This design comes from an exercise in tuning for small area on the open sky130 flow, not from production work.
Function was checked by simulation only, so behaviour that the tests miss may differ from the original.
The clock port is modelled as an ideal driver; clocking choices that lean on that would not hold on a real chip.
Power and IR drop assume default switching activity.

## simon_says_top
module simon_says_top(
    input clk,               
    input reset,             
    input select,            
    input [15:0] switches,   
    input [3:0] rows,        
    output [3:0] cols,       
    output [15:0] leds,      
    output [6:0] seg,        
    output [3:0] an          
);
    wire clk_1Hz, clk_2Hz, clk_3Hz, clk_10Hz;
    wire st_zero, st_lag;
    wire [3:0] w_dec;
    wire [3:0] disp_code;
    wire [2:0] highest_round;
    wire display_mode;
    clock_divider clock_div (
        .clk(clk),
        .reset(reset),
        .clk_1Hz(clk_1Hz),
        .clk_2Hz(clk_2Hz),
        .clk_3Hz(clk_3Hz),
        .clk_10Hz(clk_10Hz),
        .st_zero(st_zero),
        .st_lag(st_lag)
    );
    keypad_controller keypad_ctrl (
        .clk_100MHz(clk),
        .reset(reset),
        .st_zero(st_zero),
        .st_lag(st_lag),
        .row(rows),
        .col(cols),
        .dec_out(w_dec)
    );
    game_controller game_ctrl (
        .clk(clk),
        .reset(reset),
        .select(select),
        .switches(switches),
        .keypad_value(w_dec),
        .clk_1Hz(clk_1Hz),
        .clk_2Hz(clk_2Hz),
        .clk_3Hz(clk_3Hz),
        .clk_10Hz(clk_10Hz),
        .leds(leds),
        .disp_code(disp_code),
        .highest_round(highest_round),
        .display_mode(display_mode)
    );
    seven_segment_controller seg_ctrl (
        .clk(clk),
        .reset(reset),
        .display_mode(display_mode),
        .disp_code(disp_code),
        .highest_round(highest_round),
        .seg(seg),
        .an(an)
    );
endmodule
For scale: roughly 610 cells after synthesis, ~54 I/O pins, ~6000 um^2 of cells after synthesis.
export LEC_CHECK = 0
export ABC_AREA = 1
export CAP_MARGIN = 20
export CORE_MARGIN = 2
export CORE_UTILIZATION = 75
export PLACE_DENSITY = 0.9
export SLEW_MARGIN = 20
create_clock -name core_clock -period 10.0 [get_ports {clk}]
standard.sh (not shown) runs the stock make flow with config.mk's settings and CLKGATE_MAP_FILE= SYNTH_SCRIPT=/design/flow/synth_recipe.tcl, a recipe that flattens the netlist after the stock synthesis.
==> flow/flow/run.sh <==
#!/bin/bash
# Own layout flow: the standard layout (standard.sh) with three changes.
#  1. Synthesis runs with ORFS's adder extraction off (ADDER_MAP_FILE empty):
#     extract_fa turns XOR/AND pairs found anywhere (decoders included) into
#     half-adder cells that abc can no longer optimise.
#  2. After the standard synthesis the combinational cells of the netlist are
#     turned back into logic and mapped again by abc with a stronger area
#     script (&deepsyn, then amap), four times with different seeds; the
#     smallest result is kept.  Flip-flop instances are not touched: same
#     cells, same names, as the standard synthesis made them.
#  3. Ports are buffered with buf_1 and the clock tree is built from clkbuf_4
#     without dummy loads; clock buffers whose loads would see a slow edge
#     are then upsized to clkbuf_8 (flow/resize_clk.tcl).
# Each tool writes its full output to a log file in this folder.
set -euo pipefail
WORK=$(pwd)
YOSYS=$FLOW_HOME/../tools/install/yosys/bin/yosys
LIB=$FLOW_HOME/platforms/sky130hd/lib/sky130_fd_sc_hd__tt_025C_1v80.lib
RES=$WORK/orfs/results/sky130hd/simon_says_top/base

sed 's|CLKGATE_MAP_FILE= |CLKGATE_MAP_FILE= ADDER_MAP_FILE= BUFFER_PORTS_ARGS="-buffer_cell sky130_fd_sc_hd__buf_1" CTS_ARGS="-sink_clustering_enable -repair_clock_nets -dont_use_dummy_load -buf_list sky130_fd_sc_hd__clkbuf_4" |' standard.sh > standard_custom.sh
sed -i "s|CLKGATE_MAP_FILE= |CLKGATE_MAP_FILE= POST_CTS_TCL=$WORK/flow/resize_clk.tcl |" standard_custom.sh
grep -q 'POST_CTS_TCL=' standard_custom.sh
grep -q 'ADDER_MAP_FILE= ' standard_custom.sh

# 1. standard synthesis (adder extraction off)
bash standard_custom.sh synth > make_synth.log 2>&1

# 2. re-map the combinational logic
cp $RES/1_2_yosys.v $WORK/1_2_yosys_standard.v
python3 flow/comb_cells.py $LIB $WORK/comb_cells.v > comb_cells.log 2>&1
DONT_USE=$(cat flow/dont_use.txt)
for SEED in 1 2 3 4; do
sed "s/@SEED@/$SEED/" flow/reopt.abc > $WORK/reopt_$SEED.abc
cat > $WORK/reopt_$SEED.ys <<EOS
read_liberty -lib $LIB
read_verilog $WORK/1_2_yosys_standard.v
hierarchy -top $FLOW_TOP
techmap -map $WORK/comb_cells.v
techmap
opt -purge
abc -liberty $LIB $DONT_USE -script $WORK/reopt_$SEED.abc
opt_clean -purge
hilomap -singleton -hicell sky130_fd_sc_hd__conb_1 HI -locell sky130_fd_sc_hd__conb_1 LO
insbuf -buf sky130_fd_sc_hd__buf_4 A X
splitnets
opt_clean -purge
check -assert -mapped
tee -o $WORK/reopt_$SEED.stat stat -liberty $LIB
write_verilog -noattr -nohex -nodec $WORK/1_2_yosys_reopt_$SEED.v
EOS
$YOSYS -s $WORK/reopt_$SEED.ys > reopt_yosys_$SEED.log 2>&1 &
done
wait
# keep the smallest of the four abc runs (they differ only in &deepsyn's seed)
BEST=$(for SEED in 1 2 3 4; do
  if [[ -s $WORK/1_2_yosys_reopt_$SEED.v ]]; then
    echo "$(sed -n "s/.*Chip area for module .*: //p" $WORK/reopt_$SEED.stat) $SEED"
  fi
done | sort -g | head -1 | cut -d' ' -f2)
echo "best seed $BEST" > reopt_choice.log
cat $WORK/reopt_*.stat | grep "Chip area" >> reopt_choice.log
cp $WORK/1_2_yosys_reopt_$BEST.v $WORK/1_2_yosys_reopt.v
cp $WORK/1_2_yosys_reopt.v $RES/1_2_yosys.v
rm -f $RES/1_synth.odb

# 3. the rest of the layout
bash standard_custom.sh finish > make_finish.log 2>&1
==> flow/flow/resize_clk.tcl <==
# Clock tree leaf sizing: the tree is built from clkbuf_4; every clock buffer
# whose worst load pin slew (placement estimate) is over the limit below is
# replaced by clkbuf_8, then placement is legalised again.
set clk_slew_limit 0.105
estimate_parasitics -placement
set upsized 0
foreach inst [get_cells *] {
  if {[get_property $inst ref_name] ne "sky130_fd_sc_hd__clkbuf_4"} { continue }
  set out [get_pins -of_objects $inst -filter "direction == output"]
  set worst 0
  foreach p [get_pins -of_objects [get_nets -of_objects $out] -filter "direction == input"] {
    set s [get_property $p slew_max]
    if {$s > $worst} { set worst $s }
  }
  if {$worst > $clk_slew_limit} {
    replace_cell $inst [get_lib_cells */sky130_fd_sc_hd__clkbuf_8]
    incr upsized
  }
}
puts "clock buffers upsized to clkbuf_8: $upsized"
if {$upsized > 0} {
  detailed_placement
  check_placement -verbose
}
Other scripts of this flow, unchanged in this note and not shown: flow/flow/comb_cells.py, flow/flow/dont_use.txt, flow/flow/reopt.abc
The baseline passed the timing, design-rule and antenna checks.
Then changed:
--- a/flow/flow/run.sh
+++ b/flow/flow/run.sh
@@ -10,5 +10,4 @@
 #     cells, same names, as the standard synthesis made them.
-#  3. Ports are buffered with buf_1 and the clock tree is built from clkbuf_4
-#     without dummy loads; clock buffers whose loads would see a slow edge
-#     are then upsized to clkbuf_8 (flow/resize_clk.tcl).
+#  3. Ports are buffered with buf_1 and the clock tree is built from clkbuf_8
+#     without dummy loads.
 # Each tool writes its full output to a log file in this folder.
@@ -20,5 +19,3 @@
 
-sed 's|CLKGATE_MAP_FILE= |CLKGATE_MAP_FILE= ADDER_MAP_FILE= BUFFER_PORTS_ARGS="-buffer_cell sky130_fd_sc_hd__buf_1" CTS_ARGS="-sink_clustering_enable -repair_clock_nets -dont_use_dummy_load -buf_list sky130_fd_sc_hd__clkbuf_4" |' standard.sh > standard_custom.sh
-sed -i "s|CLKGATE_MAP_FILE= |CLKGATE_MAP_FILE= POST_CTS_TCL=$WORK/flow/resize_clk.tcl |" standard_custom.sh
-grep -q 'POST_CTS_TCL=' standard_custom.sh
+sed 's|CLKGATE_MAP_FILE= |CLKGATE_MAP_FILE= ADDER_MAP_FILE= BUFFER_PORTS_ARGS="-buffer_cell sky130_fd_sc_hd__buf_1" CTS_ARGS="-sink_clustering_enable -repair_clock_nets -dont_use_dummy_load -buf_list sky130_fd_sc_hd__clkbuf_8" |' standard.sh > standard_custom.sh
 grep -q 'ADDER_MAP_FILE= ' standard_custom.sh
- CORE_UTILIZATION: 75 -> 40
- PLACE_DENSITY: 0.9 -> 0.6
removed: flow/flow/resize_clk.tcl
Result: The changed run produced a clean layout; utilization shrinks by 38 points; clock power goes up by 21%; hold slack gains 27 ps.
Then changed:
--- a/flow/flow/run.sh
+++ b/flow/flow/run.sh
@@ -10,4 +10,5 @@
 #     cells, same names, as the standard synthesis made them.
-#  3. Ports are buffered with buf_1 and the clock tree is built from clkbuf_8
-#     without dummy loads.
+#  3. Ports are buffered with buf_1 and the clock tree is built from clkbuf_4
+#     without dummy loads; clock buffers whose loads would see a slow edge
+#     are then upsized to clkbuf_8 (flow/resize_clk.tcl).
 # Each tool writes its full output to a log file in this folder.
@@ -19,3 +20,5 @@
 
-sed 's|CLKGATE_MAP_FILE= |CLKGATE_MAP_FILE= ADDER_MAP_FILE= BUFFER_PORTS_ARGS="-buffer_cell sky130_fd_sc_hd__buf_1" CTS_ARGS="-sink_clustering_enable -repair_clock_nets -dont_use_dummy_load -buf_list sky130_fd_sc_hd__clkbuf_8" |' standard.sh > standard_custom.sh
+sed 's|CLKGATE_MAP_FILE= |CLKGATE_MAP_FILE= ADDER_MAP_FILE= BUFFER_PORTS_ARGS="-buffer_cell sky130_fd_sc_hd__buf_1" CTS_ARGS="-sink_clustering_enable -repair_clock_nets -dont_use_dummy_load -buf_list sky130_fd_sc_hd__clkbuf_4" |' standard.sh > standard_custom.sh
+sed -i "s|CLKGATE_MAP_FILE= |CLKGATE_MAP_FILE= POST_CTS_TCL=$WORK/flow/resize_clk.tcl |" standard_custom.sh
+grep -q 'POST_CTS_TCL=' standard_custom.sh
 grep -q 'ADDER_MAP_FILE= ' standard_custom.sh
==> flow/flow/resize_clk.tcl (new file) <==
# Clock tree leaf sizing: the tree is built from clkbuf_4; every clock buffer
# whose worst load pin slew (placement estimate) is over the limit below is
# replaced by clkbuf_8, then placement is legalised again.
set clk_slew_limit 0.105
estimate_parasitics -placement
set upsized 0
foreach inst [get_cells *] {
  if {[get_property $inst ref_name] ne "sky130_fd_sc_hd__clkbuf_4"} { continue }
  set out [get_pins -of_objects $inst -filter "direction == output"]
  set worst 0
  foreach p [get_pins -of_objects [get_nets -of_objects $out] -filter "direction == input"] {
    set s [get_property $p slew_max]
    if {$s > $worst} { set worst $s }
  }
  if {$worst > $clk_slew_limit} {
    replace_cell $inst [get_lib_cells */sky130_fd_sc_hd__clkbuf_8]
    incr upsized
  }
}
puts "clock buffers upsized to clkbuf_8: $upsized"
if {$upsized > 0} {
  detailed_placement
  check_placement -verbose
}
- CORE_UTILIZATION: 40 -> 60
- PLACE_DENSITY: 0.6 -> 0.75
=> Sequential cell count is unchanged; design area came out lower by 2.2%; via count grows by 1.0%; worst setup slack is better by 130 ps; combinational power is about the same; power shrinks by 7.1%.

========
Another version of the RTL of simon_says_top (not shown whole).
Size in the first run: about 54 I/O pins, about 0.0068 mm² of cells after synthesis.
export LEC_CHECK = 0
export ABC_AREA = 1
export CAP_MARGIN = 20
export CORE_MARGIN = 2
export CORE_UTILIZATION = 40
export PLACE_DENSITY = 0.6
export SLEW_MARGIN = 20
create_clock -name core_clock -period 10.0 [get_ports {clk}]
==> flow/flow/run.sh <==
#!/bin/bash
set -euo pipefail
sed 's|CLKGATE_MAP_FILE= |CLKGATE_MAP_FILE= ADDER_MAP_FILE= BUFFER_PORTS_ARGS="-buffer_cell sky130_fd_sc_hd__buf_1" CTS_ARGS="-sink_clustering_enable -repair_clock_nets -dont_use_dummy_load -buf_list sky130_fd_sc_hd__clkbuf_8 -sink_clustering_size 30 -sink_clustering_max_diameter 150" |' standard.sh > standard_custom.sh
bash standard_custom.sh finish > flow_make.log 2>&1
==> next run, changes <==
==> flow/flow/run.sh (replaced) <==
#!/bin/bash
set -euo pipefail
sed 's|CLKGATE_MAP_FILE= |CLKGATE_MAP_FILE= ADDER_MAP_FILE= BUFFER_PORTS_ARGS="-buffer_cell sky130_fd_sc_hd__buf_1" CTS_ARGS="-repair_clock_nets -dont_use_dummy_load -buf_list sky130_fd_sc_hd__clkbuf_8" |' standard.sh > standard_custom.sh
bash standard_custom.sh finish > flow_make.log 2>&1
The changed run completed with no timing, DRC or antenna violations.
Combinational power stays flat.
Routed wire length is unchanged.
Die area is unchanged.
Setup slack is unchanged.
Critical path depth stays the same.
Power stays the same.
Area after synthesis does not change.
Non-clock buffer count does not change.
Global-route usage does not change.
Cell count does not change.
Design area does not change.
==> next run, changes <==
==> flow/flow/run.sh (replaced) <==
#!/bin/bash
set -euo pipefail
sed 's|CLKGATE_MAP_FILE= |CLKGATE_MAP_FILE= ADDER_MAP_FILE= BUFFER_PORTS_ARGS="-buffer_cell sky130_fd_sc_hd__buf_1" CTS_ARGS="-sink_clustering_enable -repair_clock_nets -dont_use_dummy_load -buf_list sky130_fd_sc_hd__clkbuf_8 -sink_clustering_size 40 -sink_clustering_max_diameter 400" |' standard.sh > standard_custom.sh
bash standard_custom.sh finish > flow_make.log 2>&1
Total power does not change. Clock skew is unchanged. Critical path depth stays the same. Global-route usage stays the same.

========
simon_says_top, a different RTL version from the one above (not shown whole).
Size: roughly 600 cells after synthesis, ~54 I/O pins.
Settings: LEC_CHECK=0, ABC_AREA=1, CAP_MARGIN=20, CORE_MARGIN=2, CORE_UTILIZATION=60, PLACE_DENSITY=0.75, SLEW_MARGIN=20; clock period 10.0 ns.
==> flow/flow/run.sh <==
#!/bin/bash
# Own layout flow: the standard layout (standard.sh) with three changes.
#  1. Synthesis runs with ORFS's adder extraction off (ADDER_MAP_FILE empty):
#     extract_fa turns XOR/AND pairs found anywhere (decoders included) into
#     half-adder cells that abc can no longer optimise.
#  2. After the standard synthesis the combinational cells of the netlist are
#     turned back into logic and mapped again by abc with a stronger area
#     script (&deepsyn, then amap), four times with different seeds; the
#     smallest result is kept.  Flip-flop instances are not touched: same
#     cells, same names, as the standard synthesis made them.
#  3. Ports are buffered with buf_1 and the clock tree is built from clkbuf_4
#     without dummy loads; clock buffers whose loads would see a slow edge
#     are then upsized to clkbuf_8 (flow/resize_clk.tcl).
# Each tool writes its full output to a log file in this folder.
set -euo pipefail
WORK=$(pwd)
YOSYS=$FLOW_HOME/../tools/install/yosys/bin/yosys
LIB=$FLOW_HOME/platforms/sky130hd/lib/sky130_fd_sc_hd__tt_025C_1v80.lib
RES=$WORK/orfs/results/sky130hd/simon_says_top/base

sed 's|CLKGATE_MAP_FILE= |CLKGATE_MAP_FILE= ADDER_MAP_FILE= BUFFER_PORTS_ARGS="-buffer_cell sky130_fd_sc_hd__buf_1" CTS_ARGS="-sink_clustering_enable -repair_clock_nets -dont_use_dummy_load -buf_list sky130_fd_sc_hd__clkbuf_4" |' standard.sh > standard_custom.sh
sed -i "s|CLKGATE_MAP_FILE= |CLKGATE_MAP_FILE= POST_CTS_TCL=$WORK/flow/resize_clk.tcl |" standard_custom.sh
grep -q 'POST_CTS_TCL=' standard_custom.sh
grep -q 'ADDER_MAP_FILE= ' standard_custom.sh

# 1. standard synthesis (adder extraction off)
bash standard_custom.sh synth > make_synth.log 2>&1

# 2. re-map the combinational logic
cp $RES/1_2_yosys.v $WORK/1_2_yosys_standard.v
python3 flow/comb_cells.py $LIB $WORK/comb_cells.v > comb_cells.log 2>&1
DONT_USE=$(cat flow/dont_use.txt)
for SEED in 1 2 3 4; do
sed "s/@SEED@/$SEED/" flow/reopt.abc > $WORK/reopt_$SEED.abc
cat > $WORK/reopt_$SEED.ys <<EOS
read_liberty -lib $LIB
read_verilog $WORK/1_2_yosys_standard.v
hierarchy -top $FLOW_TOP
techmap -map $WORK/comb_cells.v
techmap
opt -purge
abc -liberty $LIB $DONT_USE -script $WORK/reopt_$SEED.abc
opt_clean -purge
hilomap -singleton -hicell sky130_fd_sc_hd__conb_1 HI -locell sky130_fd_sc_hd__conb_1 LO
insbuf -buf sky130_fd_sc_hd__buf_4 A X
splitnets
opt_clean -purge
check -assert -mapped
tee -o $WORK/reopt_$SEED.stat stat -liberty $LIB
write_verilog -noattr -nohex -nodec $WORK/1_2_yosys_reopt_$SEED.v
EOS
$YOSYS -s $WORK/reopt_$SEED.ys > reopt_yosys_$SEED.log 2>&1 &
done
wait
# keep the smallest of the four abc runs (they differ only in &deepsyn's seed)
BEST=$(for SEED in 1 2 3 4; do
  if [[ -s $WORK/1_2_yosys_reopt_$SEED.v ]]; then
    echo "$(sed -n "s/.*Chip area for module .*: //p" $WORK/reopt_$SEED.stat) $SEED"
  fi
done | sort -g | head -1 | cut -d' ' -f2)
echo "best seed $BEST" > reopt_choice.log
cat $WORK/reopt_*.stat | grep "Chip area" >> reopt_choice.log
cp $WORK/1_2_yosys_reopt_$BEST.v $WORK/1_2_yosys_reopt.v
cp $WORK/1_2_yosys_reopt.v $RES/1_2_yosys.v
rm -f $RES/1_synth.odb

# 3. the rest of the layout
bash standard_custom.sh finish > make_finish.log 2>&1
==> flow/flow/reopt.abc <==
strash; &get -n; &deepsyn -T 40 -S @SEED@; &put; dch -f; amap; topo
Other scripts of this flow, unchanged in this note and not shown: flow/flow/comb_cells.py, flow/flow/dont_use.txt, flow/flow/resize_clk.tcl
The starting point finished clean.
Then changed:
--- a/flow/flow/run.sh
+++ b/flow/flow/run.sh
@@ -7,4 +7,4 @@
 #     turned back into logic and mapped again by abc with a stronger area
-#     script (&deepsyn, then amap), four times with different seeds; the
-#     smallest result is kept.  Flip-flop instances are not touched: same
+#     script (two rounds of &deepsyn and amap), four times with different
+#     seeds; the smallest result is kept.  Flip-flop instances are not touched: same
 #     cells, same names, as the standard synthesis made them.
@@ -33,3 +33,3 @@
 for SEED in 1 2 3 4; do
-sed "s/@SEED@/$SEED/" flow/reopt.abc > $WORK/reopt_$SEED.abc
+sed "s/@SEED@/$SEED/; s/@SEED2@/$((SEED + 4))/" flow/reopt.abc > $WORK/reopt_$SEED.abc
 cat > $WORK/reopt_$SEED.ys <<EOS
==> flow/flow/reopt.abc (replaced) <==
strash; &get -n; &deepsyn -T 30 -S @SEED@; &put; dch -f; amap; strash; &get -n; &deepsyn -T 30 -S @SEED2@; &put; dch -f; amap; topo
Outcome: Die area is about the same. Design area is about the same. Area after synthesis barely changes. Global-route usage shrinks by 1.2 points. Setup slack improves by 0.095 ns. Utilization shrinks by 0.12 points.

re-timing with driven ports:
No port has a modelled driver above. Below, the same layouts with a new extraction and two added sets of constraints. Step 1 sets driving cells, clkbuf_16 on the clock port and buf_2 on the other inputs (assumed; they add their load-dependent delay and slew). Step 2 also shifts input and output timing later by t, the mid clock arrival at the registers, as if the neighbouring blocks saw the same clock. a / b / c = no drivers / after step 1 / after step 2; a / b = the first two.
| run | t, ns | slack for setup (ns) | clock arrival spread, ns |
|---|---|---|---|
| the first run of note 1 | 0.442 | 5.195 / 5.160 / 5.602 | 0.036 / 0.036 |
| the second run of note 1 | 0.462 | 5.115 / 5.082 / 5.544 | 0.034 / 0.034 |
| the third run of note 1 | 0.429 | 5.241 / 5.210 / 5.640 | 0.037 / 0.037 |
| the first run of note 2 | 0.455 | 5.181 / 5.146 / 5.601 | 0.031 / 0.031 |
| the second run of note 2 | 0.455 | 5.181 / 5.146 / 5.601 | 0.031 / 0.031 |
| the third run of note 2 | 0.455 | 5.181 / 5.146 / 5.601 | 0.031 / 0.031 |
| the first run of note 3 | 0.426 | 4.864 / 4.828 / 5.254 | 0.037 / 0.036 |
| the second run of note 3 | 0.442 | 4.959 / 4.924 / 5.365 | 0.034 / 0.033 |
After both steps every run listed still meets setup and hold.
